Source: an optimization exercise on an open RTL-to-GDS flow (aim: small area). Production flows keep margins and buffers that such runs may drop. In this exercise RTL edits were held to simulation tests only and were not proved equivalent to the original. Power figures rest on the tool's default switching activity, not on a simulated workload.

==> design/flow/config.mk <==
export PLATFORM = sky130hd
export DESIGN_NAME = top_mac_bfusion
export DESIGN_NICKNAME = top_mac_bfusion
export VERILOG_FILES = /design/flow/design.v
export SDC_FILE = /design/flow/constraint.sdc
export NUM_CORES = 4
export LEC_CHECK = 0
export CAP_MARGIN = 20
export CORE_MARGIN = 2
export CORE_UTILIZATION = 60
export CTS_BUF_LIST = sky130_fd_sc_hd__clkbuf_8
export GPL_TIMING_DRIVEN = 0
export SLEW_MARGIN = 20
==> design/flow/design.v <==
module top_mac_bfusion (clk, rst, accu_rst, a, w, config_aw, z);
	input               clk, rst, accu_rst;
	input        [31:0] a;
	input        [31:0] w;
	input         [2:0] config_aw;
	output reg   [19:0] z;
	wire [15:0] p;
	bf_prod prod (.a(a), .w(w), .cfg(config_aw), .p(p));
	reg [15:0] m1, m2;
	reg        rst_d, clr;
	wire [19:0] addend = {{4{m2[15]}}, m2};
	wire [20:0] cy;
	wire [19:0] sum;
	assign cy[0] = 1'b0;
	genvar i;
	generate for (i = 0; i < 20; i = i + 1) begin : acc
		assign sum[i]  = z[i] ^ addend[i] ^ cy[i];
		assign cy[i+1] = (z[i] & addend[i]) | (cy[i] & (z[i] ^ addend[i]));
	end endgenerate
	always @(posedge clk) begin
		m1    <= p;
		m2    <= m1;
		rst_d <= rst;
		clr   <= rst | accu_rst | rst_d;
		z     <= clr ? 20'd0 : sum;
	end
endmodule
module bf_prod (input [31:0] a, input [31:0] w, input [2:0] cfg, output [15:0] p);
	wire m000 = ~cfg[1];
	wire m010 = (cfg[1] & ~cfg[2] & ~cfg[0]);
	wire m011 = (~cfg[2] & cfg[0]);
	wire m110 = (cfg[2] & ~cfg[0]);
	wire m111 = (cfg[2] & cfg[0]);
	wire as0 = (((~cfg[0] | ~cfg[2]) & a[12]) | (m111 & a[24]));
	wire ws1 = ((m010 & w[12]) | (m111 & w[6]));
	wire pp2 = as0 & ws1;
	wire as3 = (((~cfg[0] | cfg[2]) & a[0]));
	wire ws4 = w[0];
	wire pp5 = as3 & ws4;
	wire as6 = ((~cfg[2] & a[4]) | (m110 & a[8]) | (m111 & a[16]));
	wire ws7 = (((m010 | m110 | m111) & w[4]));
	wire pp8 = as6 & ws7;
	wire as9 = a[8];
	wire ws10 = ((m010 & w[8]) | (m111 & w[2]));
	wire pp11 = as9 & ws10;
	wire ws12 = (((m010 | m110 | m111) & w[5]));
	wire pp13 = (as6 & ws12) ^ m111;
	wire as14 = (((~cfg[0] | cfg[2]) & a[1]));
	wire pp15 = as14 & ws4;
	wire as16 = a[9];
	wire pp17 = as16 & ws10;
	wire ws18 = ((m010 & w[13]) | (m111 & w[7]));
	wire pp19 = (as0 & ws18) ^ m111;
	wire ws20 = w[1];
	wire pp21 = (as3 & ws20) ^ m111;
	wire as22 = ((~cfg[2] & a[5]) | (m110 & a[9]) | (m111 & a[17]));
	wire pp23 = as22 & ws7;
	wire as24 = (((~cfg[0] | ~cfg[2]) & a[13]) | (m111 & a[25]));
	wire pp25 = as24 & ws1;
	wire ws26 = ((m010 & w[9]) | (m111 & w[3]));
	wire pp27 = (as9 & ws26) ^ m111;
	wire as28 = ((m010 & a[5]) | (m011 & a[30]) | (cfg[2] & a[9]));
	wire ws29 = ((~cfg[0] & w[5]) | (m011 & w[30]) | (m111 & w[3]));
	wire pp30 = (as28 & ws29) ^ m111;
	wire as31 = a[8];
	wire ws32 = ((m011 & w[8]) | (m110 & w[6]));
	wire pp33 = as31 & ws32;
	wire as34 = (((~cfg[0] | cfg[2]) & a[12]) | (m011 & a[14]));
	wire ws35 = (((cfg[1] & ~cfg[2]) & w[14]));
	wire pp36 = as34 & ws35;
	wire as37 = (((~cfg[0] & ~cfg[2]) & a[6]) | (m011 & a[4]) | (m110 & a[10]) | (m111 & a[25]));
	wire ws38 = (((m010 | m011 | m110) & w[4]) | (m111 & w[7]));
	wire pp39 = (as37 & ws38) ^ m111;
	wire as40 = (((~cfg[0] | cfg[2]) & a[2]) | (m011 & a[0]));
	wire ws41 = w[0];
	wire pp42 = as40 & ws41;
	wire as43 = (((~cfg[0] | cfg[2]) & a[10]) | (m011 & a[16]));
	wire ws44 = ((m010 & w[8]) | (m011 & w[16]));
	wire pp45 = as43 & ws44;
	wire as46 = ((cfg[0] & a[26]));
	wire ws47 = (((~cfg[0] | ~cfg[2]) & w[26]) | (m111 & w[6]));
	wire pp48 = as46 & ws47;
	wire as49 = ((m010 & a[4]) | (m011 & a[6]));
	wire ws50 = w[6];
	wire pp51 = as49 & ws50;
	wire as52 = (((~cfg[0] | cfg[2]) & a[8]) | (m011 & a[10]));
	wire ws53 = (((cfg[1] & ~cfg[2]) & w[10]));
	wire pp54 = as52 & ws53;
	wire as55 = ((m011 & a[2]));
	wire ws56 = w[2];
	wire pp57 = as55 & ws56;
	wire as58 = ((m010 & a[13]) | (m011 & a[24]) | (m111 & a[17]));
	wire ws59 = ((~cfg[0] & w[13]) | (m011 & w[24]) | (m111 & w[5]));
	wire pp60 = (as58 & ws59) ^ m111;
	wire as61 = (((~cfg[0] | cfg[2]) & a[14]) | (m011 & a[12]));
	wire ws62 = (((cfg[1] & ~cfg[2]) & w[12]));
	wire pp63 = as61 & ws62;
	wire as64 = (((~cfg[0] | cfg[2]) & a[1]) | (m011 & a[28]));
	wire ws65 = (((~cfg[0] | cfg[2]) & w[1]) | (m011 & w[28]));
	wire pp66 = (as64 & ws65) ^ m111;
	wire as67 = ((~cfg[0] & a[0]) | (m011 & a[20]) | (m111 & a[10]));
	wire ws68 = (((~cfg[0] | cfg[2]) & w[2]) | (m011 & w[20]));
	wire pp69 = as67 & ws68;
	wire as70 = ((cfg[0] & a[18]));
	wire ws71 = (((~cfg[0] | ~cfg[2]) & w[18]) | (m111 & w[4]));
	wire pp72 = as70 & ws71;
	wire as73 = (((~cfg[0] | cfg[2]) & a[9]) | (m011 & a[22]));
	wire ws74 = ((m010 & w[9]) | (m011 & w[22]));
	wire pp75 = as73 & ws74;
	wire ws76 = (((cfg[1] & ~cfg[2]) & w[11]));
	wire pp77 = ~(as52 & ws76);
	wire as78 = ((m011 & a[21]));
	wire ws79 = w[20];
	wire pp80 = (as78 & ws79) ^ (m010 | m110 | m111);
	wire as81 = a[12];
	wire ws82 = ((m011 & w[13]));
	wire pp83 = ~(as81 & ws82);
	wire as84 = ((m010 & a[14]) | (m011 & a[25]));
	wire ws85 = (((~cfg[0] | cfg[2]) & w[13]) | (m011 & w[24]));
	wire pp86 = as84 & ws85;
	wire as87 = ((m010 & a[5]) | (m011 & a[7]));
	wire pp88 = as87 & ws50;
	wire ws89 = (((~cfg[0] | ~cfg[2]) & w[19]) | (m111 & w[5]));
	wire pp90 = ~(as70 & ws89);
	wire as91 = a[9];
	wire pp92 = as91 & ws32;
	wire as93 = (((~cfg[0] | cfg[2]) & a[10]) | (m011 & a[23]));
	wire pp94 = as93 & ws74;
	wire ws95 = (((~cfg[0] | cfg[2]) & w[3]) | (m011 & w[21]));
	wire pp96 = (as67 & ws95) ^ cfg[1];
	wire as97 = ((m011 & a[28]));
	wire ws98 = w[29];
	wire pp99 = ~(as97 & ws98);
	wire as100 = ((m011 & a[19]));
	wire ws101 = w[18];
	wire pp102 = as100 & ws101;
	wire ws103 = w[7];
	wire pp104 = ~(as49 & ws103);
	wire as105 = (((~cfg[0] | cfg[2]) & a[3]) | (m011 & a[1]));
	wire pp106 = as105 & ws41;
	wire as107 = (((~cfg[0] | cfg[2]) & a[13]) | (m011 & a[15]));
	wire pp108 = as107 & ws35;
	wire as109 = ((m010 & a[7]) | (m011 & a[5]) | (m110 & a[11]) | (m111 & a[19]));
	wire ws110 = w[4];
	wire pp111 = as109 & ws110;
	wire as112 = a[24];
	wire ws113 = ((m011 & w[25]));
	wire pp114 = ~(as112 & ws113);
	wire ws115 = w[1];
	wire pp116 = (as40 & ws115) ^ cfg[0];
	wire as117 = a[16];
	wire ws118 = ((m011 & w[17]));
	wire pp119 = ~(as117 & ws118);
	wire ws120 = (((cfg[1] & ~cfg[2]) & w[15]));
	wire pp121 = ~(as34 & ws120);
	wire as122 = (((~cfg[0] | cfg[2]) & a[11]) | (m011 & a[17]));
	wire pp123 = as122 & ws44;
	wire as124 = ((m011 & a[22]));
	wire ws125 = w[23];
	wire pp126 = ~(as124 & ws125);
	wire as127 = ((cfg[0] & a[27]));
	wire pp128 = as127 & ws47;
	wire as129 = ((m011 & a[30]));
	wire ws130 = w[31];
	wire pp131 = ~(as129 & ws130);
	wire as132 = ((~cfg[0] & a[1]) | (m011 & a[29]) | (m111 & a[11]));
	wire ws133 = (((~cfg[0] | cfg[2]) & w[2]) | (m011 & w[28]));
	wire pp134 = as132 & ws133;
	wire as135 = (((~cfg[0] | cfg[2]) & a[15]) | (m011 & a[13]));
	wire pp136 = as135 & ws62;
	wire as137 = ((m011 & a[4]));
	wire ws138 = w[5];
	wire pp139 = ~(as137 & ws138);
	wire ws140 = w[3];
	wire pp141 = ~(as55 & ws140);
	wire ws142 = (((~cfg[0] | ~cfg[2]) & w[27]) | (m111 & w[7]));
	wire pp143 = ~(as46 & ws142);
	wire as144 = (((~cfg[0] | cfg[2]) & a[9]) | (m011 & a[11]));
	wire pp145 = as144 & ws53;
	wire as146 = ((m011 & a[31]));
	wire ws147 = w[30];
	wire pp148 = as146 & ws147;
	wire ws149 = ((m011 & w[9]) | (m110 & w[7]));
	wire pp150 = ~(as31 & ws149);
	wire as151 = ((m010 & a[6]) | (m011 & a[3]) | (m110 & a[10]));
	wire ws152 = (((~cfg[0] | cfg[2]) & w[5]) | (m011 & w[2]));
	wire pp153 = as151 & ws152;
	wire ws154 = w[21];
	wire pp155 = ~(as78 & ws154);
	wire pp156 = (as127 & ws142) ^ cfg[1];
	wire pp157 = (as91 & ws149) ^ cfg[1];
	wire ws158 = w[5];
	wire pp159 = (as109 & ws158) ^ cfg[0];
	wire as160 = ((m000 & a[0]) | (m010 & a[11]) | (m011 & a[23]) | (m110 & a[12]) | (m111 & a[20]));
	wire ws161 = (((~cfg[1] | cfg[2]) & w[4]) | (m010 & w[9]) | (m011 & w[23]));
	wire pp162 = (as160 & ws161) ^ m011;
	wire pp163 = (as87 & ws103) ^ cfg[1];
	wire ws164 = w[19];
	wire pp165 = (as100 & ws164) ^ cfg[1];
	wire ws166 = (((~cfg[0] | cfg[2]) & w[3]) | (m011 & w[29]));
	wire pp167 = (as132 & ws166) ^ cfg[1];
	wire as168 = (((~cfg[1] | cfg[2]) & a[4]) | (m010 & a[10]) | (m011 & a[17]));
	wire ws169 = (((~cfg[1] | cfg[2]) & w[0]) | (m010 & w[10]) | (m011 & w[17]));
	wire pp170 = (as168 & ws169) ^ m011;
	wire ws171 = (((~cfg[0] | cfg[2]) & w[14]) | (m011 & w[25]));
	wire pp172 = (as84 & ws171) ^ m011;
	wire ws173 = (((~cfg[0] | cfg[2]) & w[6]) | (m011 & w[3]));
	wire pp174 = (as151 & ws173) ^ m011;
	wire as175 = ((m010 & a[15]) | (m011 & a[13]) | (m111 & a[28]));
	wire ws176 = (((~cfg[0] | ~cfg[2]) & w[13]) | (m111 & w[6]));
	wire pp177 = (as175 & ws176) ^ m011;
	wire pp178 = (as107 & ws120) ^ cfg[1];
	wire as179 = ((~cfg[0] & a[2]) | (m011 & a[31]) | (m111 & a[12]));
	wire ws180 = (((~cfg[0] | cfg[2]) & w[2]) | (m011 & w[31]));
	wire pp181 = (as179 & ws180) ^ m011;
	wire pp182 = (as144 & ws76) ^ cfg[1];
	wire pp183 = (as105 & ws115) ^ cfg[0];
	wire as184 = (((~cfg[1] | cfg[2]) & a[4]) | (m010 & a[14]));
	wire ws185 = (((m000 | m011 | m110 | m111) & w[1]) | (m010 & w[15]));
	wire pp186 = (as184 & ws185) ^ (m010 | m111);
	wire as187 = ((~cfg[0] & a[3]) | (m111 & a[13]));
	wire ws188 = w[2];
	wire pp189 = as187 & ws188;
	wire as190 = (((m000 | m011) & a[1]) | (m010 & a[11]) | (m110 & a[13]) | (m111 & a[21]));
	wire ws191 = (((~cfg[1] | cfg[2]) & w[4]) | (m010 & w[10]));
	wire pp192 = as190 & ws191;
	wire as193 = ((~cfg[2] & a[7]) | (m110 & a[11]) | (m111 & a[29]));
	wire ws194 = (((m010 | m110 | m111) & w[6]));
	wire pp195 = as193 & ws194;
	wire as196 = ((~cfg[0] & a[2]) | (m111 & a[12]));
	wire ws197 = w[3];
	wire pp198 = (as196 & ws197) ^ (m010 | m110 | m111);
	wire as199 = (((m000 | m011) & a[0]) | (m010 & a[10]) | (m110 & a[12]) | (m111 & a[20]));
	wire ws200 = (((~cfg[1] | cfg[2]) & w[5]) | (m010 & w[11]));
	wire pp201 = (as199 & ws200) ^ (m010 | m111);
	wire as202 = ((~cfg[2] & a[6]) | (m110 & a[10]) | (m111 & a[28]));
	wire ws203 = (((m010 | m110 | m111) & w[7]));
	wire pp204 = (as202 & ws203) ^ (m010 | m110 | m111);
	wire as205 = (((~cfg[1] | cfg[2]) & a[5]) | (m010 & a[15]));
	wire ws206 = (((m000 | m011 | m110 | m111) & w[0]) | (m010 & w[14]));
	wire pp207 = as205 & ws206;
	wire pp208 = (as190 & ws200) ^ (m010 | m111);
	wire pp209 = (as187 & ws197) ^ (m010 | m110 | m111);
	wire as210 = (((~cfg[0] | ~cfg[2]) & a[4]) | (m111 & a[14]));
	wire ws211 = (((~cfg[1] | cfg[2]) & w[2]));
	wire pp212 = as210 & ws211;
	wire as213 = ((m000 & a[0]) | (m110 & a[12]) | (m111 & a[30]));
	wire ws214 = w[6];
	wire pp215 = as213 & ws214;
	wire pp216 = (as205 & ws185) ^ (m010 | m111);
	wire pp217 = (as193 & ws203) ^ (m010 | m110 | m111);
	wire as218 = ((m000 & a[2]) | (m110 & a[14]) | (m111 & a[22]));
	wire ws219 = w[4];
	wire pp220 = as218 & ws219;
	wire as221 = a[6];
	wire ws222 = (((~cfg[1] | cfg[2]) & w[0]));
	wire pp223 = as221 & ws222;
	wire as224 = ((m000 & a[1]) | (m110 & a[13]) | (m111 & a[31]));
	wire pp225 = as224 & ws214;
	wire ws226 = (((~cfg[1] | cfg[2]) & w[1]));
	wire pp227 = (as221 & ws226) ^ m111;
	wire as228 = a[7];
	wire pp229 = as228 & ws222;
	wire ws230 = (((~cfg[1] | cfg[2]) & w[3]));
	wire pp231 = (as210 & ws230) ^ cfg[2];
	wire as232 = ((m000 & a[3]) | (m110 & a[15]) | (m111 & a[23]));
	wire pp233 = as232 & ws219;
	wire as234 = (((~cfg[0] | ~cfg[2]) & a[5]) | (m111 & a[15]));
	wire pp235 = as234 & ws211;
	wire ws236 = w[7];
	wire pp237 = ~(as213 & ws236);
	wire ws238 = w[5];
	wire pp239 = (as218 & ws238) ^ m111;
	wire pp240 = (as228 & ws226) ^ m111;
	wire as241 = ((m000 & a[2]) | (m110 & a[14]));
	wire ws242 = w[6];
	wire pp243 = (as241 & ws242) ^ m111;
	wire pp244 = (as224 & ws236) ^ (~cfg[0] | cfg[2]);
	wire as245 = a[4];
	wire ws246 = ((m000 & w[4]));
	wire pp247 = (as245 & ws246) ^ m110;
	wire as248 = (((m000 | m110) & a[6]));
	wire ws249 = w[2];
	wire pp250 = as248 & ws249;
	wire pp251 = (as232 & ws238) ^ m111;
	wire pp252 = (as234 & ws230) ^ cfg[2];
	wire as253 = a[5];
	wire pp254 = (as253 & ws246) ^ m110;
	wire ws255 = ((m000 & w[5]));
	wire pp256 = as245 & ws255;
	wire ws257 = w[3];
	wire pp258 = (as248 & ws257) ^ m110;
	wire ws259 = w[7];
	wire pp260 = (as241 & ws259) ^ (m000 | m011 | m110 | m111);
	wire as261 = (((m000 | m110) & a[7]));
	wire pp262 = as261 & ws249;
	wire as263 = ((m000 & a[3]) | (m110 & a[15]));
	wire pp264 = as263 & ws242;
	wire pp265 = ~(as263 & ws259);
	wire pp266 = (as261 & ws257) ^ m110;
	wire pp267 = (as253 & ws255) ^ m110;
	wire as268 = a[6];
	wire pp269 = as268 & ws246;
	wire ws270 = ((m000 & w[6]));
	wire pp271 = as245 & ws270;
	wire as272 = a[7];
	wire pp273 = as272 & ws246;
	wire pp274 = as253 & ws270;
	wire ws275 = ((m000 & w[7]));
	wire pp276 = (as245 & ws275) ^ (~cfg[0] | ~cfg[2]);
	wire pp277 = as268 & ws255;
	wire pp278 = as268 & ws270;
	wire pp279 = as272 & ws255;
	wire pp280 = (as253 & ws275) ^ (cfg[0] | ~cfg[2]);
	wire pp281 = as272 & ws270;
	wire pp282 = ~(as268 & ws275);
	wire pp283 = ~(as272 & ws275);
	wire k284 = cfg[2];
	wire s285 = pp2 ^ pp5 ^ pp8;
	wire c286 = (pp2 & pp5) | (pp8 & (pp2 ^ pp5));
	wire s287 = pp11 ^ s285;
	wire c288 = pp11 & s285;
	wire s289 = pp13 ^ pp15 ^ pp17;
	wire c290 = (pp13 & pp15) | (pp17 & (pp13 ^ pp15));
	wire s291 = pp19 ^ pp21 ^ pp23;
	wire c292 = (pp19 & pp21) | (pp23 & (pp19 ^ pp21));
	wire s293 = pp25 ^ pp27 ^ c286;
	wire c294 = (pp25 & pp27) | (c286 & (pp25 ^ pp27));
	wire s295 = s289 ^ s291 ^ c288;
	wire c296 = (s289 & s291) | (c288 & (s289 ^ s291));
	wire s297 = s293 ^ s295;
	wire c298 = s293 & s295;
	wire s299 = pp30 ^ pp33 ^ pp36;
	wire c300 = (pp30 & pp33) | (pp36 & (pp30 ^ pp33));
	wire s301 = pp39 ^ pp42 ^ pp45;
	wire c302 = (pp39 & pp42) | (pp45 & (pp39 ^ pp42));
	wire s303 = pp48 ^ pp51 ^ pp54;
	wire c304 = (pp48 & pp51) | (pp54 & (pp48 ^ pp51));
	wire s305 = pp57 ^ pp60 ^ pp63;
	wire c306 = (pp57 & pp60) | (pp63 & (pp57 ^ pp60));
	wire s307 = pp66 ^ pp69 ^ pp72;
	wire c308 = (pp66 & pp69) | (pp72 & (pp66 ^ pp69));
	wire s309 = pp75 ^ c290 ^ c292;
	wire c310 = (pp75 & c290) | (c292 & (pp75 ^ c290));
	wire s311 = s299 ^ s301 ^ s303;
	wire c312 = (s299 & s301) | (s303 & (s299 ^ s301));
	wire s313 = s305 ^ s307 ^ c294;
	wire c314 = (s305 & s307) | (c294 & (s305 ^ s307));
	wire s315 = s309 ^ s311 ^ c296;
	wire c316 = (s309 & s311) | (c296 & (s309 ^ s311));
	wire s317 = s313 ^ c298 ^ s315;
	wire c318 = (s313 & c298) | (s315 & (s313 ^ c298));
	wire s319 = pp77 ^ pp80 ^ pp83;
	wire c320 = (pp77 & pp80) | (pp83 & (pp77 ^ pp80));
	wire s321 = pp86 ^ pp88 ^ pp90;
	wire c322 = (pp86 & pp88) | (pp90 & (pp86 ^ pp88));
	wire s323 = pp92 ^ pp94 ^ pp96;
	wire c324 = (pp92 & pp94) | (pp96 & (pp92 ^ pp94));
	wire s325 = pp99 ^ pp102 ^ pp104;
	wire c326 = (pp99 & pp102) | (pp104 & (pp99 ^ pp102));
	wire s327 = pp106 ^ pp108 ^ pp111;
	wire c328 = (pp106 & pp108) | (pp111 & (pp106 ^ pp108));
	wire s329 = pp114 ^ pp116 ^ pp119;
	wire c330 = (pp114 & pp116) | (pp119 & (pp114 ^ pp116));
	wire s331 = pp121 ^ pp123 ^ pp126;
	wire c332 = (pp121 & pp123) | (pp126 & (pp121 ^ pp123));
	wire s333 = pp128 ^ pp131 ^ pp134;
	wire c334 = (pp128 & pp131) | (pp134 & (pp128 ^ pp131));
	wire s335 = pp136 ^ pp139 ^ pp141;
	wire c336 = (pp136 & pp139) | (pp141 & (pp136 ^ pp139));
	wire s337 = pp143 ^ pp145 ^ pp148;
	wire c338 = (pp143 & pp145) | (pp148 & (pp143 ^ pp145));
	wire s339 = pp150 ^ pp153 ^ c300;
	wire c340 = (pp150 & pp153) | (c300 & (pp150 ^ pp153));
	wire s341 = c302 ^ c304 ^ c306;
	wire c342 = (c302 & c304) | (c306 & (c302 ^ c304));
	wire s343 = c308 ^ s319 ^ s321;
	wire c344 = (c308 & s319) | (s321 & (c308 ^ s319));
	wire s345 = s323 ^ s325 ^ s327;
	wire c346 = (s323 & s325) | (s327 & (s323 ^ s325));
	wire s347 = s329 ^ s331 ^ s333;
	wire c348 = (s329 & s331) | (s333 & (s329 ^ s331));
	wire s349 = s335 ^ s337 ^ s339;
	wire c350 = (s335 & s337) | (s339 & (s335 ^ s337));
	wire s351 = c310 ^ c312 ^ s341;
	wire c352 = (c310 & c312) | (s341 & (c310 ^ c312));
	wire s353 = s343 ^ s345 ^ s347;
	wire c354 = (s343 & s345) | (s347 & (s343 ^ s345));
	wire s355 = c314 ^ s349 ^ c316;
	wire c356 = (c314 & s349) | (c316 & (c314 ^ s349));
	wire s357 = s351 ^ s353 ^ s355;
	wire c358 = (s351 & s353) | (s355 & (s351 ^ s353));
	wire s359 = c318 ^ s357;
	wire c360 = c318 & s357;
	wire s361 = pp155 ^ pp156 ^ pp157;
	wire c362 = (pp155 & pp156) | (pp157 & (pp155 ^ pp156));
	wire s363 = pp159 ^ pp162 ^ pp163;
	wire c364 = (pp159 & pp162) | (pp163 & (pp159 ^ pp162));
	wire s365 = pp165 ^ pp167 ^ pp170;
	wire c366 = (pp165 & pp167) | (pp170 & (pp165 ^ pp167));
	wire s367 = pp172 ^ pp174 ^ pp177;
	wire c368 = (pp172 & pp174) | (pp177 & (pp172 ^ pp174));
	wire s369 = pp178 ^ pp181 ^ pp182;
	wire c370 = (pp178 & pp181) | (pp182 & (pp178 ^ pp181));
	wire s371 = pp183 ^ c320 ^ c322;
	wire c372 = (pp183 & c320) | (c322 & (pp183 ^ c320));
	wire s373 = c324 ^ c326 ^ c328;
	wire c374 = (c324 & c326) | (c328 & (c324 ^ c326));
	wire s375 = c330 ^ c332 ^ c334;
	wire c376 = (c330 & c332) | (c334 & (c330 ^ c332));
	wire s377 = c336 ^ c338 ^ s361;
	wire c378 = (c336 & c338) | (s361 & (c336 ^ c338));
	wire s379 = s363 ^ s365 ^ s367;
	wire c380 = (s363 & s365) | (s367 & (s363 ^ s365));
	wire s381 = s369 ^ c340 ^ c342;
	wire c382 = (s369 & c340) | (c342 & (s369 ^ c340));
	wire s383 = c344 ^ c346 ^ c348;
	wire c384 = (c344 & c346) | (c348 & (c344 ^ c346));
	wire s385 = s371 ^ s373 ^ s375;
	wire c386 = (s371 & s373) | (s375 & (s371 ^ s373));
	wire s387 = s377 ^ s379 ^ c350;
	wire c388 = (s377 & s379) | (c350 & (s377 ^ s379));
	wire s389 = s381 ^ c352 ^ c354;
	wire c390 = (s381 & c352) | (c354 & (s381 ^ c352));
	wire s391 = s383 ^ s385 ^ s387;
	wire c392 = (s383 & s385) | (s387 & (s383 ^ s385));
	wire s393 = c356 ^ s389 ^ s391;
	wire c394 = (c356 & s389) | (s391 & (c356 ^ s389));
	wire s395 = c358 ^ s393 ^ c360;
	wire c396 = (c358 & s393) | (c360 & (c358 ^ s393));
	wire s397 = pp186 ^ pp189 ^ pp192;
	wire c398 = (pp186 & pp189) | (pp192 & (pp186 ^ pp189));
	wire s399 = pp195 ^ pp198 ^ pp201;
	wire c400 = (pp195 & pp198) | (pp201 & (pp195 ^ pp198));
	wire s401 = pp204 ^ pp207 ^ c362;
	wire c402 = (pp204 & pp207) | (c362 & (pp204 ^ pp207));
	wire s403 = c364 ^ c366 ^ c368;
	wire c404 = (c364 & c366) | (c368 & (c364 ^ c366));
	wire s405 = c370 ^ s397 ^ s399;
	wire c406 = (c370 & s397) | (s399 & (c370 ^ s397));
	wire s407 = s401 ^ c372 ^ c374;
	wire c408 = (s401 & c372) | (c374 & (s401 ^ c372));
	wire s409 = c376 ^ c378 ^ c380;
	wire c410 = (c376 & c378) | (c380 & (c376 ^ c378));
	wire s411 = s403 ^ s405 ^ c382;
	wire c412 = (s403 & s405) | (c382 & (s403 ^ s405));
	wire s413 = c384 ^ c386 ^ s407;
	wire c414 = (c384 & c386) | (s407 & (c384 ^ c386));
	wire s415 = s409 ^ c388 ^ s411;
	wire c416 = (s409 & c388) | (s411 & (s409 ^ c388));
	wire s417 = c390 ^ s413 ^ c392;
	wire c418 = (c390 & s413) | (c392 & (c390 ^ s413));
	wire s419 = s415 ^ c394 ^ s417;
	wire c420 = (s415 & c394) | (s417 & (s415 ^ c394));
	wire s421 = c396 ^ s419;
	wire c422 = c396 & s419;
	wire s423 = k284 ^ pp208 ^ pp209;
	wire c424 = (k284 & pp208) | (pp209 & (k284 ^ pp208));
	wire s425 = pp212 ^ pp215 ^ pp216;
	wire c426 = (pp212 & pp215) | (pp216 & (pp212 ^ pp215));
	wire s427 = pp217 ^ pp220 ^ pp223;
	wire c428 = (pp217 & pp220) | (pp223 & (pp217 ^ pp220));
	wire s429 = c398 ^ c400 ^ s423;
	wire c430 = (c398 & c400) | (s423 & (c398 ^ c400));
	wire s431 = s425 ^ s427 ^ c402;
	wire c432 = (s425 & s427) | (c402 & (s425 ^ s427));
	wire s433 = c404 ^ c406 ^ s429;
	wire c434 = (c404 & c406) | (s429 & (c404 ^ c406));
	wire s435 = s431 ^ c408 ^ c410;
	wire c436 = (s431 & c408) | (c410 & (s431 ^ c408));
	wire s437 = s433 ^ c412 ^ c414;
	wire c438 = (s433 & c412) | (c414 & (s433 ^ c412));
	wire s439 = s435 ^ c416 ^ s437;
	wire c440 = (s435 & c416) | (s437 & (s435 ^ c416));
	wire s441 = c418 ^ s439 ^ c420;
	wire c442 = (c418 & s439) | (c420 & (c418 ^ s439));
	wire s443 = c422 ^ s441;
	wire c444 = c422 & s441;
	wire s445 = pp225 ^ pp227 ^ pp229;
	wire c446 = (pp225 & pp227) | (pp229 & (pp225 ^ pp227));
	wire s447 = pp231 ^ pp233 ^ pp235;
	wire c448 = (pp231 & pp233) | (pp235 & (pp231 ^ pp233));
	wire s449 = pp237 ^ pp239 ^ c424;
	wire c450 = (pp237 & pp239) | (c424 & (pp237 ^ pp239));
	wire s451 = c426 ^ c428 ^ s445;
	wire c452 = (c426 & c428) | (s445 & (c426 ^ c428));
	wire s453 = s447 ^ s449 ^ c430;
	wire c454 = (s447 & s449) | (c430 & (s447 ^ s449));
	wire s455 = s451 ^ c432 ^ s453;
	wire c456 = (s451 & c432) | (s453 & (s451 ^ c432));
	wire s457 = c434 ^ s455 ^ c436;
	wire c458 = (c434 & s455) | (c436 & (c434 ^ s455));
	wire s459 = c438 ^ s457 ^ c440;
	wire c460 = (c438 & s457) | (c440 & (c438 ^ s457));
	wire s461 = s459 ^ c442 ^ c444;
	wire c462 = (s459 & c442) | (c444 & (s459 ^ c442));
	wire s463 = pp240 ^ pp243 ^ pp244;
	wire c464 = (pp240 & pp243) | (pp244 & (pp240 ^ pp243));
	wire s465 = pp247 ^ pp250 ^ pp251;
	wire c466 = (pp247 & pp250) | (pp251 & (pp247 ^ pp250));
	wire s467 = pp252 ^ c446 ^ c448;
	wire c468 = (pp252 & c446) | (c448 & (pp252 ^ c446));
	wire s469 = s463 ^ s465 ^ c450;
	wire c470 = (s463 & s465) | (c450 & (s463 ^ s465));
	wire s471 = c452 ^ s467 ^ s469;
	wire c472 = (c452 & s467) | (s469 & (c452 ^ s467));
	wire s473 = c454 ^ s471 ^ c456;
	wire c474 = (c454 & s471) | (c456 & (c454 ^ s471));
	wire s475 = s473 ^ c458 ^ c460;
	wire c476 = (s473 & c458) | (c460 & (s473 ^ c458));
	wire s477 = s475 ^ c462;
	wire c478 = s475 & c462;
	wire s479 = pp254 ^ pp256 ^ pp258;
	wire c480 = (pp254 & pp256) | (pp258 & (pp254 ^ pp256));
	wire s481 = pp260 ^ pp262 ^ pp264;
	wire c482 = (pp260 & pp262) | (pp264 & (pp260 ^ pp262));
	wire s483 = c464 ^ c466 ^ s479;
	wire c484 = (c464 & c466) | (s479 & (c464 ^ c466));
	wire s485 = s481 ^ c468 ^ s483;
	wire c486 = (s481 & c468) | (s483 & (s481 ^ c468));
	wire s487 = c470 ^ s485 ^ c472;
	wire c488 = (c470 & s485) | (c472 & (c470 ^ s485));
	wire s489 = s487 ^ c474 ^ c476;
	wire c490 = (s487 & c474) | (c476 & (s487 ^ c474));
	wire s491 = s489 ^ c478;
	wire c492 = s489 & c478;
	wire s493 = pp265 ^ pp266 ^ pp267;
	wire c494 = (pp265 & pp266) | (pp267 & (pp265 ^ pp266));
	wire s495 = pp269 ^ pp271 ^ c480;
	wire c496 = (pp269 & pp271) | (c480 & (pp269 ^ pp271));
	wire s497 = c482 ^ s493 ^ s495;
	wire c498 = (c482 & s493) | (s495 & (c482 ^ s493));
	wire s499 = c484 ^ s497 ^ c486;
	wire c500 = (c484 & s497) | (c486 & (c484 ^ s497));
	wire s501 = s499 ^ c488 ^ c490;
	wire c502 = (s499 & c488) | (c490 & (s499 ^ c488));
	wire s503 = s501 ^ c492;
	wire c504 = s501 & c492;
	wire s505 = pp273 ^ pp274 ^ pp276;
	wire c506 = (pp273 & pp274) | (pp276 & (pp273 ^ pp274));
	wire s507 = pp277 ^ c494 ^ s505;
	wire c508 = (pp277 & c494) | (s505 & (pp277 ^ c494));
	wire s509 = c496 ^ s507 ^ c498;
	wire c510 = (c496 & s507) | (c498 & (c496 ^ s507));
	wire s511 = s509 ^ c500 ^ c502;
	wire c512 = (s509 & c500) | (c502 & (s509 ^ c500));
	wire s513 = c504 ^ s511;
	wire c514 = c504 & s511;
	wire s515 = pp278 ^ pp279 ^ pp280;
	wire c516 = (pp278 & pp279) | (pp280 & (pp278 ^ pp279));
	wire s517 = c506 ^ s515 ^ c508;
	wire c518 = (c506 & s515) | (c508 & (c506 ^ s515));
	wire s519 = s517 ^ c510 ^ c512;
	wire c520 = (s517 & c510) | (c512 & (s517 ^ c510));
	wire s521 = c514 ^ s519;
	wire c522 = c514 & s519;
	wire s523 = pp281 ^ pp282 ^ c516;
	wire c524 = (pp281 & pp282) | (c516 & (pp281 ^ pp282));
	wire s525 = s523 ^ c518 ^ c520;
	wire c526 = (s523 & c518) | (c520 & (s523 ^ c518));
	wire s527 = c522 ^ s525;
	wire c528 = c522 & s525;
	wire s529 = pp283 ^ c524 ^ c526;
	wire c530 = (pp283 & c524) | (c526 & (pp283 ^ c524));
	wire s531 = c528 ^ s529;
	wire c532 = c528 & s529;
	wire s533 = 1'b1 ^ c530 ^ c532;
	wire c534 = (1'b1 & c530) | (c532 & (1'b1 ^ c530));
	wire [17:0] s = {1'b0, c534, s533, s531, s527, s521, s513, s503, s491, s477, s461, s443, s421, s395, s359, s317, s297, s287};
	assign p = m011 ? s[17:2] : s[15:0];
endmodule
==> design/flow/flow/run.sh <==
#!/bin/bash
# Standard ORFS layout with three changes, none of which touches the registers:
#  1. after the standard synthesis the full adders are re-polarised to drop
#     inverters between them (fixpol.py);
#  2. the remaining plain logic is mapped again by ABC for area (reabc.py);
#  3. ports are buffered with the smallest buffer.
set -euo pipefail
W=$PWD
R=$W/orfs/results/${FLOW_PLATFORM}/top_mac_bfusion/base
LIB=$FLOW_HOME/platforms/${FLOW_PLATFORM}/lib/sky130_fd_sc_hd__tt_025C_1v80.lib
YOSYS=$FLOW_HOME/../tools/install/yosys/bin/yosys
[ -x "$YOSYS" ] || YOSYS=yosys
export BUFFER_PORTS_ARGS="-buffer_cell sky130_fd_sc_hd__buf_1"
bash standard.sh "$R/1_2_yosys.v" > synth.log 2>&1
cp "$R/1_2_yosys.v" "$W/1_2_yosys.std.v"
python3 flow/fixpol.py "$R/1_2_yosys.v" > fixpol.log 2>&1
mkdir -p "$W/reabc"
python3 flow/reabc.py "$LIB" "$R/1_2_yosys.v" "$W/reabc/mid.v" > reabc_py.log 2>&1
printf 'strash\n&get -n\n&st\n&dch -f\n&nf -R 1000\n&put\ntopo\n' > "$W/reabc/area.script"
cat > "$W/reabc/r.ys" <<EOT
read_liberty -lib $LIB
read_verilog $W/reabc/mid.v
hierarchy -top $FLOW_TOP
proc; opt -fast; techmap; opt -fast
abc -liberty $LIB -script $W/reabc/area.script -dont_use *probe* -dont_use *lpflow* -dont_use *clkdly* -dont_use *dlygate* -dont_use *dlymetal*
opt_clean -purge
hilomap -singleton -hicell sky130_fd_sc_hd__conb_1 HI -locell sky130_fd_sc_hd__conb_1 LO
setundef -zero
splitnets
opt_clean -purge
write_verilog -noattr -noexpr -nohex -nodec $W/reabc/out.v
EOT
"$YOSYS" -l reabc_yosys.log -q "$W/reabc/r.ys" > /dev/null 2>&1
cp "$W/reabc/out.v" "$R/1_2_yosys.v"
python3 flow/fixpol.py "$R/1_2_yosys.v" > fixpol2.log 2>&1
bash standard.sh > layout.log 2>&1
==> design/flow/flow/reabc.py <==
"""Turn every plain logic cell of a mapped sky130 netlist back into a Boolean
assign (from the liberty functions), keeping flip-flops, full and half adders
and tie cells as instances, so ABC can map that logic again.
usage: reabc.py lib in.v out.v"""
import re, sys
lib, src, dst = sys.argv[1:4]
L = open(lib).read()
func = {}
parts = re.split(r'\n\s*cell\s*\(\s*"?(sky130_fd_sc_hd__\w+)"?\s*\)', L)
for i in range(1, len(parts), 2):
    body = parts[i + 1]
    outs = {}
    for m in re.finditer(r'pin\s*\(\s*"?(\w+)"?\s*\)\s*\{', body):
        seg = body[m.end():m.end() + 4000]
        d = re.search(r'direction\s*:\s*"?(\w+)"?', seg)
        f = re.search(r'function\s*:\s*"([^"]*)"', seg.split('pin (')[0] if 'pin (' in seg else seg)
        if d and d.group(1) == 'output' and f:
            outs[m.group(1)] = f.group(1)
    func[parts[i]] = outs
KEEP = re.compile(r'sky130_fd_sc_hd__(fa|ha|df|conb|sdf|edf|dl)')
def conv(f, pins):
    f = f.replace('!', '~').replace('+', '|').replace('*', '&')
    toks = re.findall(r"[A-Za-z_][A-Za-z0-9_]*|[~&|^()]|'", f)
    out = []
    prev = None
    for t in toks:
        operand_start = re.match(r'[A-Za-z_]', t) or t in ('(', '~')
        if prev is not None and operand_start and (re.match(r'[A-Za-z_]', prev) or prev == ')' or prev == "'"):
            out.append('&')
        if t == "'":
            # postfix complement: wrap previous operand
            out[-1] = '~' + out[-1]; prev = "'"; continue
        out.append(f'({pins[t]})' if re.match(r'[A-Za-z_]', t) else t)
        prev = t
    return ' '.join(out)
v = open(src).read()
inst_re = re.compile(r'^(\s*)(sky130_fd_sc_hd__\w+)\s+(\S+)\s*\((.*?)\);\n', re.S | re.M)
pin_re = re.compile(r'\.(\w+)\(\s*([^()]*?)\s*\)')
def fmt(n): return n + ' ' if n.startswith('\\') else n
def repl(m):
    t = m.group(2)
    if KEEP.match(t) or t not in func or not func[t]:
        return m.group(0)
    pins = {p: fmt(n.strip()) for p, n in pin_re.findall(m.group(4))}
    s = ''
    for o, f in func[t].items():
        if o in pins and pins[o].strip():
            s += f'  assign {pins[o]} = {conv(f, pins)};\n'
    return s
open(dst, 'w').write(inst_re.sub(repl, v))
==> design/flow/standard.sh <==
#!/bin/bash
# synth_recipe.tcl (not shown) runs the flow's synth.tcl, then flattens the netlist and writes it again
# the make line also repeats each setting of config.mk as NAME=value (left out here)
make -C /OpenROAD-flow-scripts/flow DESIGN_CONFIG=/design/flow/config.mk WORK_HOME=/design/flow/orfs CLKGATE_MAP_FILE= SYNTH_SCRIPT=/design/flow/synth_recipe.tcl "${@:-finish}"
==> design/flow/constraint.sdc <==
create_clock -name core_clock -period 10.0 [get_ports {clk}]
set_input_delay 2.0000 -clock core_clock [delete_from_list [all_inputs] [get_ports {clk}]]
set_output_delay 2.0000 -clock core_clock [all_outputs]
set_load 0.01 [all_outputs]
==> design/flow/flow/fixpol.py <==
"""Re-polarise full adders in a mapped sky130 netlist to remove inverters.

A full adder is self-dual: FA(~a,~b,~c) = (~sum, ~cout). For each fa cell we
choose whether it works on the complements of its signals, so that as few
inverters as possible are needed between cells. The logic function of every
net that leaves the adders (flip-flop inputs, ports, other gates) is kept.
usage: fixpol.py netlist.v  (rewrites the file in place)
"""
import re, sys, random

path = sys.argv[1]
src = open(path).read()
inst_re = re.compile(r'^(\s*)(sky130_fd_sc_hd__\w+)\s+(\S+)\s*\((.*?)\);\n', re.S | re.M)
pin_re = re.compile(r'\.(\w+)\(\s*([^()]*?)\s*\)')
OUTS = {'X', 'Y', 'SUM', 'COUT', 'Q', 'Q_N', 'HI', 'LO'}

cells = []
for m in inst_re.finditer(src):
    pins = [(p, n.strip()) for p, n in pin_re.findall(m.group(4))]
    cells.append(dict(span=m.span(), ind=m.group(1), type=m.group(2), name=m.group(3), pins=pins))

drv = {}
for i, c in enumerate(cells):
    for p, n in c['pins']:
        if p in OUTS and n: drv[n] = (i, p)

def is_inv(c):
    return re.match(r'sky130_fd_sc_hd__(inv|clkinv)_\d+$', c['type']) is not None
def is_fa(c):
    return re.match(r'sky130_fd_sc_hd__fa_\d+$', c['type']) is not None

def pin(c, p):
    for q, n in c['pins']:
        if q == p: return n
    return None

# literal of a net: (base net, polarity) following inverters
def lit(n):
    pol = 0
    seen = 0
    while n in drv and is_inv(cells[drv[n][0]]) and seen < 50:
        n = pin(cells[drv[n][0]], 'A'); pol ^= 1; seen += 1
    return (n, pol)

fas = [i for i, c in enumerate(cells) if is_fa(c)]
fa_out = {}  # base net -> fa index (nets driven by fa outputs)
for i in fas:
    for p in ('SUM', 'COUT'):
        n = pin(cells[i], p)
        if n: fa_out[n] = i

# consumers: list of (kind, cellidx or None, pin, wanted literal)
# kind 'fa' -> wanted polarity toggles with flip of that fa; else fixed.
cons = []
port_outs = set()
for i, c in enumerate(cells):
    if is_inv(c): continue
    for p, n in c['pins']:
        if p in OUTS or not n: continue
        if n.startswith("1'b") or re.match(r"^\d+'", n): 
            continue
        cons.append(('fa' if is_fa(c) else 'fix', i, p, lit(n)))
# inverter outputs that feed ports/other non-cell sinks: keep inverters whose output
# is a module output port net (not consumed by cells). Find port names.
hdr = src[:cells[0]['span'][0]] if cells else src
outports = set()
for m in re.finditer(r'^\s*output\s+(\[(\d+):(\d+)\]\s*)?(\S+);', hdr, re.M):
    if m.group(1):
        for k in range(int(m.group(3)), int(m.group(2)) + 1): outports.add(f'{m.group(4)}[{k}]')
    else: outports.add(m.group(4))
for i, c in enumerate(cells):
    if is_inv(c):
        y = pin(c, 'Y')
        if y in outports: cons.append(('fix', None, None, lit(y)))
for n in outports:
    if n in drv and not is_inv(cells[drv[n][0]]):
        pass

flip = {i: 0 for i in fas}

def prod_pol(base):
    i = fa_out.get(base)
    return flip[i] if i is not None else 0

def need_set():
    s = set()
    for kind, i, p, (b, q) in cons:
        if kind == 'fa': q ^= flip[i]
        if b in fa_out or True:
            if q != prod_pol(b): s.add((b, q))
    return s

def cost():
    return len(need_set())

# local search
by_base = {}
for k, (kind, i, p, (b, q)) in enumerate(cons):
    by_base.setdefault(b, []).append(k)
def inv_needed_for(b):
    pp = prod_pol(b)
    qs = set()
    for k in by_base.get(b, []):
        kind, i, p, (bb, q) = cons[k]
        if kind == 'fa': q ^= flip[i]
        qs.add(q)
    return 1 if (pp ^ 1) in qs else 0
def touched(i):
    c = cells[i]
    bs = set()
    for p in ('SUM', 'COUT'):
        n = pin(c, p)
        if n: bs.add(n)
    for p in ('A', 'B', 'CIN'):
        bs.add(lit(pin(c, p))[0])
    return bs
T = {i: touched(i) for i in fas}
start = cost()
rnd = random.Random(1)
import math
cur = sum(inv_needed_for(b) for b in by_base)
best = cur; bestflip = dict(flip)
N = max(1, len(fas))
iters = 4000 * N
for it in range(iters):
    T0 = 2.0 * (0.02/2.0) ** (it/iters)
    i = fas[rnd.randrange(N)]
    before = sum(inv_needed_for(b) for b in T[i])
    flip[i] ^= 1
    d = sum(inv_needed_for(b) for b in T[i]) - before
    if d <= 0 or rnd.random() < math.exp(-d/T0):
        cur += d
        if cur < best: best = cur; bestflip = dict(flip)
    else:
        flip[i] ^= 1
flip.update(bestflip)
end = cost()

# rewrite
names = set(re.findall(r'^\s*wire\s+(?:\[[^\]]*\]\s*)?(\S+);', src, re.M))
cnt = [0]
def newnet():
    while True:
        cnt[0] += 1
        n = f'_pol{cnt[0]}_'
        if n not in names: names.add(n); return n
phys = {}     # base -> physical net carrying produced polarity
for i in fas:
    if flip[i]:
        for p in ('SUM', 'COUT'):
            n = pin(cells[i], p)
            if n: phys[n] = newnet()
lits = {}     # (base, pol) -> net carrying that literal
new_invs = []
def get(b, q):
    if (b, q) in lits: return lits[(b, q)]
    pp = prod_pol(b)
    pn = phys.get(b, b)
    if q == pp: lits[(b, q)] = pn; return pn
    # need an inverter from pn
    if pp == 1 and q == 0: out = b            # restore original net name
    else: out = newnet()
    new_invs.append((pn, out))
    lits[(b, q)] = out
    return out

edits = {}
for idx, c in enumerate(cells):
    if is_inv(c): continue
    newpins = []
    for p, n in c['pins']:
        if p in OUTS:
            if is_fa(c) and flip[idx] and n: n = phys[n]
            newpins.append((p, n)); continue
        if not n or n.startswith("1'b") or re.match(r"^\d+'", n):
            newpins.append((p, n)); continue
        b, q = lit(n)
        if is_fa(c): q ^= flip[idx]
        newpins.append((p, get(b, q)))
    edits[idx] = newpins
for n in outports:
    if n in drv and is_inv(cells[drv[n][0]]):
        b, q = lit(n)
        got = get(b, q)
        if got != n: new_invs.append((got, n)); 
# make sure flipped fa outputs that are original nets with consumers wanting pol 0 exist
for b in phys:
    pass

def fmt(n):
    return n + ' ' if n.startswith('\\') else n
out = []
pos = 0
first = cells[0]['span'][0]
decl = ''.join(f'  wire {n};\n' for n in sorted(names - set(re.findall(r'^\s*wire\s+(?:\[[^\]]*\]\s*)?(\S+);', src, re.M))))
out.append(src[:first]); out.append(decl)
pos = first
k = 0
for idx, c in enumerate(cells):
    s, e = c['span']
    out.append(src[pos:s]); pos = e
    if is_inv(c): continue
    body = ',\n'.join(f'    .{p}({fmt(n)})' for p, n in edits[idx])
    out.append(f"{c['ind']}{c['type']} {c['name']} (\n{body}\n  );\n")
for a, y in new_invs:
    k += 1
    out.append(f'  sky130_fd_sc_hd__inv_1 _polinv{k}_ (\n    .A({fmt(a)}),\n    .Y({fmt(y)})\n  );\n')
out.append(src[pos:])
open(path, 'w').write(''.join(out))
ninv_old = sum(1 for c in cells if is_inv(c))
print(f'fixpol: {len(fas)} full adders, {sum(flip.values())} flipped; inverters {ninv_old} -> {len(new_invs)} (needed literals {start} -> {end})')
==> results of run 1 <==
-- final timing paths --
| kind | startpoint | endpoint | slack, ns | depth (start not counted) |
|---|---|---|---|---|
| setup / recovery | config_aw[2] | m1[13] | 0.29 | 23 |
| hold / removal | m1[7] | m2[7] | 0.33 | 0 |
| setup reg to reg | z[0] | z[19] | 2.06 | 21 |
| hold reg to reg | m1[7] | m2[7] | 0.33 | 0 |
-- cell type report --
| type | count | area, um2 | area share (%) |
|---|---|---|---|
| Multi-Input combinational cell | 554 | 5120 | 70.9 |
| Clock inverter | 2 | 60.1 | 0.832 |
| Sequential cell | 54 | 1080 | 15.0 |
| Inverter | 41 | 161 | 2.23 |
| Clock buffer | 6 | 82.6 | 1.14 |
| Tap cell | 136 | 170 | 2.36 |
| Timing Repair Buffer | 109 | 544 | 7.54 |
-- flip-flops by register name, indices dropped and copies added, names as in the netlist --
name and flops:
clr 1, m2 16, m1 16, rst_d 1
z 20
-- worst max-delay path: stages --
cell and delay (ns):
sky130_fd_sc_hd__buf_12 0.16, sky130_fd_sc_hd__clkinvlp_4 0.22, sky130_fd_sc_hd__buf_4 0.21, sky130_fd_sc_hd__nand2_4 0.16
sky130_fd_sc_hd__or4_1 0.62, sky130_fd_sc_hd__fa_1 0.53, sky130_fd_sc_hd__fa_1 0.45, sky130_fd_sc_hd__fa_1 0.48
sky130_fd_sc_hd__fa_1 0.46, sky130_fd_sc_hd__fa_1 0.45, sky130_fd_sc_hd__fa_1 0.39, sky130_fd_sc_hd__fa_1 0.38
sky130_fd_sc_hd__fa_1 0.39, sky130_fd_sc_hd__fa_1 0.39, sky130_fd_sc_hd__fa_1 0.40, sky130_fd_sc_hd__fa_1 0.40
sky130_fd_sc_hd__fa_1 0.38, sky130_fd_sc_hd__fa_1 0.39, sky130_fd_sc_hd__fa_1 0.50, sky130_fd_sc_hd__ha_1 0.14
sky130_fd_sc_hd__inv_1 0.04, sky130_fd_sc_hd__ha_1 0.30, sky130_fd_sc_hd__a21oi_1 0.12
-- cells in the final DEF, fill, tap and decap left out, types with 5 or more instances in the layout --
cell type / instances
sky130_fd_sc_hd__nand2_1: 66
sky130_fd_sc_hd__a31oi_1: 23
sky130_fd_sc_hd__nor2b_1: 24
sky130_fd_sc_hd__a21oi_1: 33
sky130_fd_sc_hd__a21o_1: 6
sky130_fd_sc_hd__and2_0: 15
sky130_fd_sc_hd__buf_1: 86
sky130_fd_sc_hd__mux2i_1: 5
sky130_fd_sc_hd__xnor2_1: 12
sky130_fd_sc_hd__ha_1: 14
sky130_fd_sc_hd__inv_1: 39
sky130_fd_sc_hd__o21ai_0: 31
sky130_fd_sc_hd__nor3_1: 6
sky130_fd_sc_hd__and3_1: 10
sky130_fd_sc_hd__nand2b_1: 6
sky130_fd_sc_hd__nand3_1: 25
sky130_fd_sc_hd__buf_4: 19
sky130_fd_sc_hd__dfxtp_1: 54
sky130_fd_sc_hd__fa_1: 129
sky130_fd_sc_hd__clkbuf_8: 6
sky130_fd_sc_hd__nor2_1: 77
sky130_fd_sc_hd__xor2_1: 5
-- metrics by stage --
| step | util [%] | setup TNS (ns) | setup slack [ns] | instances |
|---|---|---|---|---|
| detailed placement | 66.7 | -7.06 | -1.41 | 874 |
| finish | 70.6 | 0 | 0.288 | 902 |
| CTS | 69.1 | 0 | 0.0768 | 888 |
| global route | 70.6 | 0 | 0.0189 | 902 |
| global placement | 66.3 | -21.49 | -2.80 | 872 |
| floorplan | - | 0 | 0.154 | 647 |
-- routing by layer --
layer / global-route usage (%) / wire, um
met1: 51.4 / 7620
met2: 61.3 / 9850
met5: 0 / 0
met3: 9.87 / 2580
met4: 20.2 / 1430
-- power by group through the flow --
stage               clock (mW)  sequential, mW  combinational (mW)
floorplan                    0           0.367                1.30
global placement             0           0.367                1.65
detailed placement           0           0.371                1.78
CTS                      0.179           0.368                1.85
global route             0.188           0.376                2.12
finish                   0.177           0.365                1.84
-- timing repair --
| item | in CTS | in global routing |
|---|---|---|
| buffers inserted | 5 | 13 |
| cloned | 1 | 1 |
| pin swaps | 1 | 5 |
| resized for setup | 16 | 11 |
| endpoints found under the setup margin | 6 | 4 |
==> notes.md, run 1 <==
- The flow ran to the end and the layout has no timing, DRC or antenna violations.
- Dividing the detail-routed via count by the number of cells gives 6.41.
- TritonCTS built the clock tree.
- For this run, the post-layout net count is 979.
- Fill cells in the final layout number 800.
- The wire length reported by the detailed router is 21.5 mm.
- The root buffer cell chosen for the clock tree is sky130_fd_sc_hd__clkbuf_8.
- The fraction of layout instances using a drive strength above 1 is 6.01%.
- Once the floorplan was initialized, standard cells occupied 61.3% of the core.
- The detailed-routing iteration count for the pre-antenna-repair pass is 5.
- The routed length per placed instance is 23.8 um.
- Setup repair after global routing left no endpoint under its margin.
- The endpoint arrival time on the critical path is 9.96 ns.
- For this run, the number of Yosys warnings is 1.
- Summing every instance area after synthesis gives 0.00627 mm2.
- The data required time of the worst path is 10.25 ns.
- The die is 106 um tall.
- The worst setup path is captured at a register.
- The sort of element at the start of the critical path is a primary input.
- For the final database, setup skew stands at 0.00577 ns.
- The number of rows in the core area is 37.
- The placed instances occupy a cell area of 0.00682 mm2.
- The combinational group share of total power is 77.2%.
- The maximum number of pins on one net before global-route repair is 42.
- Global routing finished with a remaining overflow of 0.
- CTS built an H-tree with a depth of 2.
- Dividing the synthesized area by the synthesized cell count gives 9.69 um2.
- The number of buffer cells added on primary ports is 89.
- By startpoint and endpoint, the worst setup path is classified as in2reg.
- Setup violations remaining at the end of the flow were counted as 0.
- The number of antenna diodes in the final layout is 0.
- The number of maximum-capacitance constraint violations is 0.
- The worst pin sits at a relative slew slack of 23.3%.
- At the pin with the least slew margin, the transition time is 1.15 ns.
- The worst hold path belongs to the class reg2reg.
- The number of buffers between clock root and the deepest sink is 2.
- The clock group share of total power is 7.4%.
- The width of the die is 106 um.
- The later pin in the worst-skew pair is clocked with a latency of 0.31 ns.
- The final weighted congestion in routability-driven placement is 1.03.
- The number of hold-repair buffers added at the cts stage is 0.
- The final period demand of the worst path is 9.71 ns.
- The number of global-route vias before repair is 5971.
- The timing-limited maximum frequency is 103 MHz.
- Across the VDD grid, the largest voltage drop is 0.000423 V.
- The net switching power of the design is 1.11 mW.
- The post-synthesis net count is 861.
- The DRC violation total after the first TritonRoute iteration is 669.
- Once layout is done, the placed cells without fillers occupy 0.00722 mm2.
- The proportion of total power due to net switching is 46.6%.
- The remaining number of nets flagged by the antenna check after routing is 0.
- The sequential share of power is 15.3%.
- Clock tree synthesis found a total of 54 sinks.
- The leakage dissipation is 3.05 nW.
- The first global-routing pass estimated 32.7 mm of wire.
- Dividing the final minimum period by the clock period gives 97.1%.
- The design draws 2.38 mW.
- For this design the top-level I/O count stands at 90.
- The gate count of the mapped netlist is 647.
- The internal power of the cells totals 1.27 mW.
- The highest fanout seen on the critical path is 37.
- The die outline area is 0.0113 mm2.
- The number of buffers created by CTS is 5.
- The number of hold-slack violations in the final timing report is 0.
- After detailed routing, the number of remaining DRC violations is 0.
- The initial antenna violation count was 0.
- The area of the placeable core is 0.0102 mm2.
- The post-route worst hold slack is 0.334 ns.
- Detailed placement finished with a half-perimeter wire length of 16.0 mm.
- The count of pins over their slew limit is 0.
- For this run, the total global-route usage over all layers was measured as 39.4%.
- The layout-stage area growth over the synthesis result is 15.2%.
- The power per unit of standard cell area is 329 mW/mm2.
- The detailed router placed 5780 vias in this run.
- After clock tree synthesis, the clock-pin slew on the worst setup and hold paths is 0.09 ns.
==> inputs of run 2 (changes only) <==
--- a/design/flow/config.mk
+++ b/design/flow/config.mk
@@ -7,7 +7,6 @@
 export LEC_CHECK = 0
 export CAP_MARGIN = 20
 export CORE_MARGIN = 2
-export CORE_UTILIZATION = 60
-export CTS_BUF_LIST = sky130_fd_sc_hd__clkbuf_8
+export CORE_UTILIZATION = 40
 export GPL_TIMING_DRIVEN = 0
 export SLEW_MARGIN = 20
==> notes.md, run 2 <==
- The mean area per synthesized cell is 9.69 um2 (unchanged).
- The combinational group share of total power was 75.2% (-2.0 points).
- The critical path in this run is classified as in2reg.
- The CTS sink count is 54 (unchanged).
- The layout-stage area growth over the synthesis result is 20.4%.
- The final critical-path share of the clock period came to 97.7% (+0.63 points).
- The leakage dissipation is 3.17 nW (+3.7%).
- The initial antenna violation count was 0 (unchanged).
- The total global-route track usage came to 26.2% (-13 points).
- The sum of negative setup slack is 0 ns (unchanged).
- The fraction of layout instances using a drive strength above 1 was 8.30% (+2.3 points).
- The core occupancy in the finished layout is 49.5% (-21 points).
- The post-synthesis net count is 861 (unchanged).
- The hold-critical path depth is 0 (unchanged).
- The clock group share of total power is 8.6% (+1.2 points).
- The flip-flop count of the largest register, all copies and words added is 20 (unchanged).
- The endpoint arrival time on the critical path is 9.99 ns (+0.03 ns).
- The minimum setup slack among reg-to-reg paths came to 2.11 ns (+0.05 ns).
- The global-route wire length before repair is 32.4 mm (-0.93%).
- The total via count after detailed routing was 5812 (+0.55%).
- The cell area after technology mapping is 0.00627 mm2 (unchanged).
- The count of pins over their slew limit came to 0 (unchanged).
- The net switching power of the design is 0.999 mW (-10%).
- The width of the die was 129 um (+22%).
- The buffer cell driving the clock tree root is sky130_fd_sc_hd__clkbuf_16.
- The register with the most flip-flops in the final layout is z.
- The area of combinational cells with multiple inputs is 0.00514 mm2 (+0.27%).
- The total congestion overflow after global routing is 0 (unchanged).
- The depth of the most critical reg-to-reg path came to 21 (unchanged).
- The largest registers in the layout are z: 20 flops, m1: 16 flops, m2: 16 flops.
- The maximum number of pins on one net before global-route repair is 41 (-2.4%).
- The die outline area is 0.0167 mm2 (+48%).
- The number of rows in the core area is 45 (+22%).
- The normalized max-slew margin is 27.0% (+3.7 points).
- The final weighted congestion in routability-driven placement was 1.00 (-2.9%).
- The initial core utilization is 41.1% (-20 points).
- The total power consumption of the routed design was 2.24 mW (-5.7%).
- The timing-limited maximum frequency is 102 MHz (-0.64%).
- The power per unit of standard cell area was 297 mW/mm2 (-9.8%).
- The number of hold-slack violations in the final timing report is 0 (unchanged).
- The number of buffers between clock root and the deepest sink is 2 (unchanged).
- The critical path starts at config_aw[0].
- The final period demand of the worst path is 9.77 ns (+0.0630 ns).
- The internal cell power is 1.24 mW (-2.0%).
- The detailed-routing iteration count for the pre-antenna-repair pass is 6 (+1).
- The area of the placeable core was 0.0153 mm2 (+49%).
- The number of buffers created by CTS was 5 (unchanged).
- The I/O pin total is 90 (unchanged).
- The layout filler cell count is 1486 (+86%).
- The clock-pin transition on the worst setup and hold timing paths was 0.07 ns (-0.02 ns).
- The later-pin clock latency in the skew report is 0.29 ns (-0.02 ns).
- The H-tree depth reported by CTS came to 2 (unchanged).
- The gate count of the mapped netlist is 647 (unchanged).
- The wire length reported by the detailed router is 22.4 mm (+4.4%).
- The routed length per placed instance was 22.6 um (-5.3%).
- The final non-filler cell total is 994 (+10%).
- The instance count after placement with tap cells included is 951 (+8.8%).
- The sequential share of power was 16.2% (+0.9 points).
- The beginning of the worst register-to-register path is z[0].
- In this run the worst hold path is classified as reg2reg.
- The data required time of the worst path is 10.22 ns (-0.03 ns).
- The proportion of total power due to net switching came to 44.5% (-2.1 points).
- The sort of element at the start of the critical path is a primary input.
- TritonCTS built the clock tree.
- The detailed placement HPWL is 16.8 mm (+5.1%).
- The net total in the final layout is 996 (+1.7%).
- The flow ran to the end and the layout has no timing, DRC or antenna violations.
- The highest fanout seen on the critical path is 15 (-59%).
- The worst setup path is captured at a register.
- The worst voltage drop across the vdd grid is 0.000300 V (-29%).
- The yosys synthesis warning count was 1 (unchanged).
- The setup clock skew after layout came to 0.00453 ns (-0.00124 ns).
- The number of global-route vias before repair is 5523 (-7.5%).
- The remaining number of nets flagged by the antenna check after routing came to 0 (unchanged).
- The number of setup violations in the final report was 0 (unchanged).
- The number of buffer cells added on primary ports came to 89 (unchanged).
- The DRC violation total after the first TritonRoute iteration came to 731 (+9.3%).
- The number of maximum-capacitance constraint violations is 0 (unchanged).
- The average vias per placed instance was 5.85 (-8.8%).
- The library cell used most frequently in the layout, excluding fill and tap cells, is sky130_fd_sc_hd__fa_1.
- The post-detailed-placement cell area is 0.00696 mm2 (+2.0%).
- Leaving out fill and tap cells, the most frequent cells in the layout are sky130_fd_sc_hd__fa_1, sky130_fd_sc_hd__buf_1, sky130_fd_sc_hd__nor2_1.
- The number of antenna repair diodes is 0 (unchanged).
- The critical path ends at m1[13].
- The footprint of the flip-flops and latches is 0.00108 mm2 (unchanged).
- In this run the critical register-to-register path is captured at z[19].
- The final cell area excluding filler cells came to 0.00755 mm2 (+4.5%).
- The post-route DRC violation count is 0 (unchanged).
- The die boundary height is 129 um (+22%).
- The worst-margin pin slew is 1.09 ns (-0.0554 ns).
[run 2: worst min-delay path by stage]
stage,startpoint,endpoint,slack [ns]
after global routing,m1[2],m2[2],0.33
after floorplan,m1[0],m2[0],0.31
final,m1[0],m2[0],0.33
after detailed placement,m1[5],m2[5],0.31
after CTS,m1[5],m2[5],0.33
after global placement,m1[0],m2[0],0.31
[run 2: routing by layer]
metal | vias up | part of all wire [%] | global-route usage [%]
li1 | 2487 | - | -
met1 | 2862 | 41 | 38.7
met2 | 400 | 45 | 40.6
met3 | 63 | 11 | 4.58
met4 | 0 | 2.9 | 5.88
met5 | - | 0 | 0
[run 2: repair_timing]
item / 4_1_cts / 5_1_grt
cloned: 2 / 4
setup buffers: 7 / 22
pin swaps: 2 / 6
hold buffers: 0 / 0
endpoints found under the setup margin: 5 / 4
gates resized for setup: 13 / 10
[run 2: through the flow]
stage               worst slack (ns)  hold WS [ns]
floorplan                      0.154         0.310
global placement               -3.40         0.314
detailed placement             -1.01         0.312
CTS                           0.0297         0.328
global route                 -0.0321         0.334
finish                         0.225         0.328
[run 2: final cells by class]
type / count / share of cell area [%]
Tap cell: 211 / 3.50
Sequential cell: 54 / 14.3
Clock inverter: 3 / 0.597
Timing Repair Buffer: 126 / 9.76
Inverter: 41 / 2.14
Multi-Input combinational cell: 554 / 68.0
Clock buffer: 5 / 1.66
[run 2: power groups by stage]
stage          combinational (mW)  clock, mW  sequential, mW
2_1_floorplan                1.30          0           0.367
3_3_place_gp                 1.67          0           0.369
3_5_place_dp                 1.69          0           0.370
4_1_cts                      1.72      0.198           0.366
5_1_grt                      2.01      0.206           0.374
6_report                     1.69      0.193           0.363
[run 2: critical path: stages]
cell,delay [ns]
sky130_fd_sc_hd__clkbuf_4,0.18
sky130_fd_sc_hd__buf_12,0.18
sky130_fd_sc_hd__clkinvlp_4,0.10
sky130_fd_sc_hd__buf_4,0.13
sky130_fd_sc_hd__buf_4,0.28
sky130_fd_sc_hd__nor2_1,0.08
sky130_fd_sc_hd__a21oi_1,0.22
sky130_fd_sc_hd__a21oi_2,0.08
sky130_fd_sc_hd__xor2_2,0.17
sky130_fd_sc_hd__fa_1,0.47
sky130_fd_sc_hd__fa_1,0.51
sky130_fd_sc_hd__fa_1,0.48
sky130_fd_sc_hd__fa_1,0.43
sky130_fd_sc_hd__fa_1,0.46
sky130_fd_sc_hd__fa_1,0.39
sky130_fd_sc_hd__fa_1,0.38
sky130_fd_sc_hd__fa_1,0.39
sky130_fd_sc_hd__fa_1,0.39
sky130_fd_sc_hd__fa_1,0.39
sky130_fd_sc_hd__fa_1,0.38
sky130_fd_sc_hd__fa_1,0.39
sky130_fd_sc_hd__fa_1,0.39
sky130_fd_sc_hd__fa_1,0.50
sky130_fd_sc_hd__ha_1,0.14
sky130_fd_sc_hd__inv_1,0.04
sky130_fd_sc_hd__ha_1,0.31
sky130_fd_sc_hd__a21oi_1,0.14

## separate check: timing with driven ports
The results above use ideal ports. As a check the final layouts listed here were re-extracted and re-timed, cells and wires unchanged.
Step 1 sets driving cells, clkbuf_16 on the clock port and buf_2 on the other inputs (assumed; they add their load-dependent delay and slew).
Step 2 moves the port delays by t, midway between the first and last clock arrival at a register: inputs arrive t later, outputs are due t later. That takes back most of the time a late clock gives input paths.
Slacks: ideal / step 1 / step 2; pairs: ideal / step 1.
| run | t, ns | slack for setup (ns) | worst setup path at the end | clock arrival spread, ns | cell pins on the clock port's net |
|---|---|---|---|---|---|
| run 1 | 0.335 | 0.288 / 0.244 / -0.091 | input to register | 0.006 / 0.006 | 1 |
| run 2 | 0.318 | 0.225 / 0.232 / -0.086 | input to register | 0.004 / 0.005 | 1 |
Met with ideal ports but missed after step 2: setup timing in run 1 and run 2. The setup slack of run 1, which loses most, moves by -0.044 ns with the drivers and by -0.379 ns with both steps.
